This is an optimization exercise on Yosys and OpenROAD, whose aim is small area, not a production implementation. In this exercise RTL edits were held to simulation tests only and were not proved equivalent to the original. No activity file was given, so power comes from the tool's default toggle rates.

### config.mk
export PLATFORM = sky130hd
export DESIGN_NAME = UART_APB_Interface
export DESIGN_NICKNAME = UART_APB_Interface
export VERILOG_FILES = /design/flow/design.v
export SDC_FILE = /design/flow/constraint.sdc
export NUM_CORES = 4
export LEC_CHECK = 0
export CAP_MARGIN = 20
export CORE_MARGIN = 2
export CORE_UTILIZATION = 40
export SLEW_MARGIN = 20
### constraint.sdc
create_clock -name core_clock -period 10.0 [get_ports {PCLK}]
set_input_delay 2.0000 -clock core_clock [delete_from_list [all_inputs] [get_ports {PCLK}]]
set_output_delay 2.0000 -clock core_clock [all_outputs]
set_load 0.01 [all_outputs]
### design.v
module counter #(
    parameter WIDTH=4
) (
    input  wire             clk, enab, rst_n, rst,
    output reg  [WIDTH-1:0] cnt_out
);
    always @(posedge clk , negedge rst_n) begin
        if(~rst_n)
            cnt_out<=0;
        else if (rst)
            cnt_out<=0;
        else if (enab)
            cnt_out<=cnt_out+1'b1;
        else
            cnt_out<=cnt_out;
    end
endmodule
module Edge_Detector_Mealy (
    input clk,level,rst_n,
    output p_edge,n_edge
);
    localparam s0=0,s1=1;
    reg [1:0]  present_state,next_state;
    always @(posedge clk,negedge rst_n)
    begin
        if(~rst_n)
        present_state<=0;
        else
        present_state<=next_state;
    end
    always @(*) begin
        case (present_state)
            s0:      next_state<= level ? s1 : s0;
            s1:      next_state<= level ? s1 : s0;
            default: next_state<= s0; 
        endcase
    end
    assign {p_edge,n_edge}={(present_state==s0)&level&rst_n,(present_state==s1)&(~level)&rst_n};
endmodule
module Shift_Reg #(
    parameter N=8
  ) (
    input serial_in , clk , rst_n , enable , load,
    input [N-1:0] parallel_in,
    output serial_out,
    output [N-1:0] parallel_out
  );
  reg [N-1:0] shift_reg;
  always @(posedge clk, negedge rst_n)
  begin
    if(~rst_n)
      shift_reg<='b0;
    else if(load)
      shift_reg<=parallel_in;
    else if(enable)
      shift_reg<={serial_in,shift_reg[N-1:1]};
    else
      shift_reg<=shift_reg;
  end
  assign serial_out=shift_reg[0];
  assign parallel_out=shift_reg;
endmodule
module FSM_Controller_Tx #(
  parameter N = 8
)(
  input  wire       clk, arst_n, rst, tx_en, serial,
  input  wire [3:0] count,
  output wire       count_en, count_rst, shift_en, load_en, done, busy,
  output reg        Tx
);
  localparam idle  =2'b00;
  localparam start =2'b01;
  localparam data  =2'b10;
  localparam stop  =2'b11;
  reg [1:0] present_state, next_state;
  wire bit_done, bit_done_n_edge, frame_done, frame_rst;
  wire [3:0] bits_count;
  assign bit_done   = (count==4'd15 );
  assign frame_done = (bits_count==N);
  Edge_Detector_Mealy  Edge_Detector_Mealy_inst (
    .clk(clk),
    .level(bit_done),
    .rst_n(arst_n),
    .p_edge(),
    .n_edge(bit_done_n_edge)
  );
  counter counter_inst (
    .clk(clk),
    .enab(bit_done_n_edge && (present_state==data)),
    .rst_n(arst_n),
    .rst(present_state==idle),
    .cnt_out(bits_count)
  );
  always @(posedge clk, negedge arst_n) begin
    if(~arst_n)
      present_state<=idle;
    else if(rst|~tx_en)
      present_state<=idle;
    else
      present_state<=next_state;
  end
  always @(*) begin
    case(present_state)
      idle  : begin 
                next_state<= tx_en            ? start : idle ;
                Tx <= 1'b1;
              end
      start : begin 
                next_state<= bit_done_n_edge  ? data  : start;
                Tx <= 1'b0;
              end
      data  : begin 
                next_state<= frame_done       ? stop  : data ;
                Tx <= serial;
              end
      stop  : begin
                next_state<= bit_done_n_edge  ? idle  : stop ;
                Tx <= 1'b1;
              end
    endcase
  end
  assign shift_en = (present_state==data) && bit_done_n_edge;
  assign load_en  = (present_state==idle) && tx_en;
  assign count_en = (present_state!=idle);
  assign count_rst= (present_state==idle);
  assign done     = (present_state==stop) && bit_done_n_edge;
  assign busy     =  count_en;
endmodule
module FSM_Controller_Rx #(
  parameter N = 8
)(
  input  wire       clk, arst_n, rst, rx_en, Rx,
  input  wire [3:0] count,
  output wire       count_en, count_rst, shift_en, done, busy, err
);
  localparam idle  =2'b00;
  localparam start =2'b01;
  localparam data  =2'b10;
  localparam stop  =2'b11;
  reg [1:0] present_state, next_state;
  wire half_done, bit_done, bit_done_n_edge, frame_done;
  wire [3:0] bits_count;
  assign half_done  = (count==4'd8  );
  assign bit_done   = (count==4'd15 );
  assign frame_done = (bits_count==N);
  Edge_Detector_Mealy  Edge_Detector_Mealy_inst (
    .clk(clk),
    .level(bit_done),
    .rst_n(arst_n),
    .p_edge(),
    .n_edge(bit_done_n_edge)
  );
  counter counter_inst (
    .clk(clk),
    .enab(bit_done_n_edge && (present_state==data)),
    .rst_n(arst_n),
    .rst(present_state==idle),
    .cnt_out(bits_count)
  );
  always @(posedge clk, negedge arst_n) begin
    if(~arst_n)
      present_state<=idle;
    else if (rst|~rx_en)
      present_state<=idle;
    else
      present_state<=next_state;
  end
  always @(*) begin
    case(present_state)
      idle  :  next_state<= ~Rx        ? start : idle ;
      start :  next_state<= half_done  ? data  : start;
      data  :  next_state<= frame_done ? stop  : data ;
      stop  :  next_state<= bit_done_n_edge   ? idle  : stop ;
    endcase
  end
  assign shift_en = (present_state==data) & bit_done_n_edge;
  assign count_en = (present_state!=idle);
  assign count_rst= ((present_state==start)&&half_done || (present_state==idle));
  assign done     = (present_state==stop) && bit_done_n_edge &&  Rx;
  assign err      = (present_state==stop) && bit_done_n_edge && ~Rx;
  assign busy     =  count_en;
endmodule
`default_nettype none
module timer #(
    parameter TIMER_BITS=10
  ) (
    input  wire                   clk, rst_n, rst, enable,
    input  wire  [TIMER_BITS-1:0] Load_Value,
    output wire                   done
  );
  reg [TIMER_BITS-1:0] Q;
  always @(posedge clk, negedge rst_n)
  begin
    if(~rst_n)
      Q <= {TIMER_BITS{1'b0}};
	 else if (rst|done)
		Q <= Load_Value;
	 else
		Q <= Q - enable;
  end
  assign done=~|Q;
endmodule
`default_nettype wire
module Baud_Counter #(
  parameter TIMER_BITS=10
)(
  input  wire       clk , arst_n , count_en, count_rst,
  input  wire [9:0] Load_Value,
  output wire [3:0] count 
);
  wire done;
  timer #(.TIMER_BITS(TIMER_BITS)) timer_inst (
    .clk(clk),
    .rst_n(arst_n),
    .rst(count_rst),
    .enable(count_en),
    .Load_Value(Load_Value),
    .done(done)
  );
  counter counter_inst (
    .clk(clk),
    .enab(done),
    .rst_n(arst_n),
    .rst(count_rst),
    .cnt_out(count)
  );
endmodule
module UART_Tx #(
  parameter N = 8
)(
  input  wire       clk, arst_n, rst, tx_en,
  input  wire [7:0] data,
  input  wire [9:0] Load_Value,
  output wire       Tx, done, busy
);
  wire       count_en, count_rst, shift_en, load_en, serial;
  wire [3:0] count;
  FSM_Controller_Tx #(.N(N)) FSM_Controller_Tx_inst (
    .clk(clk),
    .arst_n(arst_n),
    .rst(rst),
    .tx_en(tx_en),
    .serial(serial),
    .count(count),
    .count_en(count_en),
    .count_rst(count_rst),
    .shift_en(shift_en),
    .load_en(load_en),
    .done(done),
    .busy(busy),
    .Tx(Tx)
  );
  Baud_Counter  Baud_Counter_inst (
    .clk(clk),
    .arst_n(arst_n),
    .count_rst(count_rst),
    .count_en(count_en),
    .Load_Value(Load_Value),
    .count(count)
  );
  Shift_Reg #(.N(N)) Shift_Reg_inst (
    .serial_in(1'b0),
    .clk(clk),
    .rst_n(arst_n),
    .enable(shift_en),
    .load(load_en),
    .parallel_in(data),
    .serial_out(serial),
    .parallel_out()
  );
endmodule
module UART_Rx #(
  parameter N = 8
)(
  input  wire       clk , arst_n, rst, rx_en, Rx,
  input  wire [9:0] Load_Value,
  output wire       done, busy, err,
  output wire [7:0] data
);
  wire       count_en, count_rst, shift_en;
  wire [3:0] count;
  FSM_Controller_Rx #(.N(N)) FSM_Controller_Rx_inst (
    .clk(clk),
    .arst_n(arst_n),
    .rst(rst),
    .rx_en(rx_en),
    .Rx(Rx),
    .count(count),
    .count_en(count_en),
    .count_rst(count_rst),
    .shift_en(shift_en),
    .done(done),
    .busy(busy),
    .err(err)
  );
  Baud_Counter  Baud_Counter_inst (
    .clk(clk),
    .arst_n(arst_n),
    .count_rst(count_rst),
    .count_en(count_en),
    .Load_Value(Load_Value),
    .count(count)
  );
  Shift_Reg #(.N(N)) Shift_Reg_inst (
    .serial_in(Rx),
    .clk(clk),
    .rst_n(arst_n),
    .enable(shift_en),
    .load(1'b0),
    .parallel_in(8'b0),
    .serial_out(),
    .parallel_out(data)
  );
endmodule
module UART_APB_Interface #(
  parameter N = 8
)(
  input  wire        PCLK, PRESETn, PSEL, PENABLE, PWRITE,
  input  wire [31:0] PADDR, PWDATA,
  output reg  [31:0] PRDATA,
  output reg         PREADY,
  input  wire        rx,
  output wire        tx
);
  wire         tx_en, rx_en, tx_rst, rx_rst,
               rx_busy, tx_busy, rx_done, tx_done, rx_error;
  wire [N-1:0] Tx_data, Rx_data;
  wire [9:0]   Load_Value;
  reg [31:0] reg_space [0:4];
  localparam idle = 2'b00;
  localparam write= 2'b01;
  localparam read = 2'b10;
  reg [1:0] state;
  always @(posedge PCLK, negedge PRESETn) begin
    if (~PRESETn) begin
      state <=idle;
      PRDATA<=0;
      PREADY<=1'b0;
		reg_space[0]<=32'b0;
		reg_space[1]<=32'b0;
		reg_space[2]<=32'b0;
		reg_space[3]<=32'b0;
      reg_space[4]<=10'd650;   
    end
    else begin
      case(state)
        idle:
          begin
            PRDATA<=0;
            state <= PSEL ? ( PWRITE ? write : read ) : idle;
          end
        write:
          begin
            if (PWRITE && PENABLE && PSEL) begin
              if((PADDR==3'd0)||(PADDR==3'd2)||(PADDR==3'd4))
                reg_space[PADDR]<=PWDATA;
            end
            PREADY<=1;
            state <= idle;
          end
        read:
          begin
            if (~PWRITE && PENABLE && PSEL) begin
              case (PADDR)
                3'd0: PRDATA <= reg_space[0];
                3'd1: PRDATA <= {27'b0,rx_busy,tx_busy,rx_done,tx_done,rx_error};
                3'd2: PRDATA <= reg_space[2];
                3'd3: PRDATA <= {Rx_data};
                3'd4: PRDATA <= reg_space[4];
                default: PRDATA <= 32'b0;
              endcase
            end
            PREADY<=1;
            state <= idle;
          end
        default: state<=idle;
      endcase
    end
  end
  assign rx_rst    = reg_space[0][0];
  assign tx_rst    = reg_space[0][1];
  assign rx_en     = reg_space[0][2];
  assign tx_en     = reg_space[0][3];
  assign Tx_data   = reg_space[2][N-1:0];
  assign Load_Value= reg_space[4][9:0];
  UART_Tx #(.N(N)) UART_Tx_inst (
    .clk(PCLK),
    .arst_n(PRESETn),
    .rst(tx_rst),
    .tx_en(tx_en),
    .data(Tx_data),
    .Load_Value(Load_Value),
    .Tx(tx),
    .done(tx_done),
    .busy(tx_busy)
  );
  UART_Rx #(.N(N)) UART_Rx_inst (
    .clk(PCLK),
    .arst_n(PRESETn),
    .rst(rx_rst),
    .rx_en(rx_en),
    .Rx(rx),
    .Load_Value(Load_Value),
    .done(rx_done),
    .busy(rx_busy),
    .err(rx_error),
    .data(Rx_data)
  );
endmodule
### run.sh
#!/bin/bash
# synth_recipe.tcl (not shown) runs the flow's synth.tcl, then flattens the netlist and writes it again
# the make line also repeats each setting of config.mk as NAME=value (left out here)
make -C /OpenROAD-flow-scripts/flow DESIGN_CONFIG=/design/flow/config.mk WORK_HOME=/design/flow/orfs CLKGATE_MAP_FILE= SYNTH_SCRIPT=/design/flow/synth_recipe.tcl finish
==> summary.txt <==
## final cells by class
type                       instances  area (sq um)
fill                            1824         10600
sequential                       189          4730
multi-input combinational        473          3700
timing repair buffer             114          1130
clock buffer                      17           425
tap                              275           344
clock inverter                    15           173
inverter                          21          78.8
## metal layers
layer | up-vias | share of wire (%) | global-route usage (%)
met5 | - | 0 | 0
met1 | 3061 | 45 | 24.6
met3 | 10 | 3.0 | 3.98
met4 | 0 | 0.66 | 4.16
met2 | 96 | 51 | 33.4
li1 | 2748 | - | -
## layout by cell type (no fill, tap or decap), drive strengths merged, types with 18 or more instances in the layout
cell type	synthesis	final
inv	21	31
mux2	134	134
a22oi	31	31
ha	18	18
o21ai	56	56
nand2	69	69
nor2	35	35
dfrtp	185	185
clkdlybuf4s50	0	101
## worst max-delay path: stages
cell and delay (ns):
clkdlybuf4s50_1 0.44, nor4_2 0.32, nand4_2 0.26, nor3_4 0.55
nand3_2 0.85, mux2_1 0.63
## metrics by stage
| step | worst slack, ns | cell area (sq um) | std cells | hold WS (ns) |
|---|---|---|---|---|
| after floorplan | 6.32 | 8670 | 720 | 0.454 |
| after global placement | 4.17 | 9950 | 1070 | 0.463 |
| after detailed placement | 4.70 | 9970 | 1071 | 0.475 |
| after CTS | 5.14 | 10600 | 1103 | 0.494 |
| after global routing | 5.00 | 10600 | 1104 | 0.506 |
| final | 5.24 | 10600 | 1104 | 0.492 |
## power breakdown
part / internal, W / switching, W
clock: 0.000359 / 0.000330
sequential: 0.000764 / 0.000000329
combinational: 0.0000304 / 0.0000392
total: 0.00115 / 0.000370
## kinds of logic (layout without fill, tap and decap cells)
group                    after synthesis  after routing
adder cells (fa/ha/maj)               18             18
flip-flops                           189            189
AO/OA/AOI/OAI                        121            121
buffers and inverters                 58            167
AND/OR/NAND/NOR                      164            164
XOR/XNOR                              24             24
multiplexers                         146            146
## worst min path at each step
stage	end	depth (start not counted)
2_1_floorplan	reg_space[0][25]$_DFFE_PN0P_	1
3_3_place_gp	reg_space[0][25]$_DFFE_PN0P_	1
3_5_place_dp	PRDATA[22]$_DFFE_PN0P_	2
4_1_cts	reg_space[2][9]$_DFFE_PN0P_	1
5_1_grt	reg_space[2][9]$_DFFE_PN0P_	1
6_report	reg_space[2][9]$_DFFE_PN0P_	1
==> summary.md <==
| Metric | Value |
|---|---|
| Status | `timing/DRC/antenna clean` |
| Die X | `151 microns` |
| DR pass1 iterations | `4` |
| Yosys Warn Count | `8` |
| Remaining global-route overflow | `0` |
| Largest net degree at the start of global routing | `85` |
| Post-synth top flop | `dfrtp_1` |
| WL/cell | `18.8 microns` |
| Ratio of cells with drive above 1 in the final layout | `20.3%` |
| Worst R2R End | `reg_space[0][10]$_DFFE_PN0P_` |
| Worst r2r path cells | `6` |
| Fin util | `50.1%` |
| Htree depth | `4` |
| Cell Area, Synth | `8670 sq um` |
| Yosys cell types | `55` |
| Nets | `904` |
| DRC Markers | `0` |
| Post-synth top area cell | `dfrtp_1` |
| Num CTS Buffers | `17` |
| Vias | `5915` |
| Final Hold Viols | `0` |
| Die area | `22900 sq um` |
| First-pass GRT wire length | `33800 microns` |
| FMAX | `210 MHz` |
| Relative slew slack | `34.7%` |
| Die H | `151 microns` |
| IO Port Bufs | `103` |
| Initial DRC count | `355` |
| Standard cell core area | `21200 sq um` |
| Syn nets | `808` |
| Crit path launch type | `input port` |
| Rows | `53` |
| Max Cap Viol | `0` |
| Routed Antenna Nets | `0` |
| Post-synthesis compound-gate area fraction | `8.50%` |
| Crit path capture | `reg_space[2][5]$_DFFE_PN0P_` |
| CTS tree | `built` |
| CTS Buffer Depth | `2` |
| GR Util All Layers | `19.1%` |
| Detailed placement HPWL | `14000 microns` |
| Max reg flops | `96` |
| Syn Inst Count | `720` |
| Gpl congestion | `0.817` |
| Most common cell in the netlist | `dfrtp_1` |
| Fin crit share | `47.6%` |
| Adder-Cell Fraction of Synth Area | `2.60%` |
| Register area share after synthesis | `54.6%` |
| Critical path class | `input port to register` |
| Top Ports | `104` |
| Yosys top cell area share | `53.4%` |
| R2r startpoint | `state[1]$_DFF_PN0_` |
| Number of clock sinks | `189` |
| Clock root buffer | `clkbuf_16` |
| Worst Hold Class | `register to register` |
| Main combinational cell family by area after synthesis | `multiplexers` |
| Resized cells post-CTS | `0` |
| Setup bufs post-CTS | `0` |
| Reg clk slew, reported paths | `0.07 ns` |
| Initial antenna violation count | `0` |
| Post-Synth Simple-Gate Area | `9.92%` |
| Setup TNS | `0 ns` |
| Syn_area_per_cell | `12.0 sq um` |
| Top Registers | `reg_space (96), PRDATA (32)` |
| Post-CTS Hold Buffers | `0` |
| Crit. End Element | `register` |
| Vias in the first global route | `6467` |
| Worst-Margin Slew | `0.979 ns` |
| Tmin final | `4.76 ns` |
| Post-synth EDFFs | `0` |
| Lkg Pwr | `4.82 nW` |
| Synth-to-layout area growth | `22.2%` |
| Top cells by count, synth | `dfrtp_1 (185), mux2_2 (99), nand2_1 (69)` |
| Leading post-synthesis cells by cell area | `dfrtp_1 (53%), mux2_2 (13%), mux2_1 (4.5%), o21ai_0 (3.2%), nand2_1 (3.0%)` |
| Starting Density | `41.0%` |
| Min-delay src | `reg_space[2][9]$_DFFE_PN0P_` |
| Worst Path Max Fanout | `32` |
| Max Slew Vio Count | `0` |
| ANT cells | `0` |
| CP required | `10.30 ns` |
| Critical path startpoint | `PADDR[14]` |
| Critical path arrival | `5.07 ns` |
| Drt total wl | `20800 microns` |
| Final Skew | `0.0170 ns` |
| Skew-Pair Late Insertion Delay | `0.44 ns` |
| XOR/XNOR share of the synthesized area | `2.42%` |
| Yosys reg bits | `189` |
| Maximum VDD drop | `0.000115 V` |
| Flop2flop setup slack | `7.52 ns` |
| Multiplexer share of the synthesized area | `19.1%` |
| RSZ-0062 raised after global routing | `false` |
| PD cells | `144 nW/um^2` |
| Reg with most FFs | `reg_space` |
| FFs w/ async S/R, synth | `100%` |
| Via density | `5.36` |
| Pwr Total | `0.00152 W` |
| Setup violators final | `0` |

[re-timing with driven ports]
How much do the figures lean on ideal ports? The routed layout below was timed once more, with nothing changed but the port constraints.
Step 1: set_driving_cell puts a clkbuf_16 on PCLK and a buf_2 on each other input, an assumption about the parent block.
Step 2 times the ports against the registers' clock, not the clock port: input delays grow and output delays shrink by t, the midpoint of the rising clock arrivals with the driver on.
Slacks: no drivers / after step 1 / after step 2; pairs: no drivers / after step 1.
t, ns: 0.474
setup slack, ns: 5.235 / 5.251 / 4.777
worst setup path after step 2: input to register
clock arrival spread, ns: 0.027 / 0.028
pins driven straight from the clock port: 1
After both steps this run still meets setup and hold. For this run, drivers alone change the setup slack by +0.016 ns; drivers and shift together by -0.458 ns.
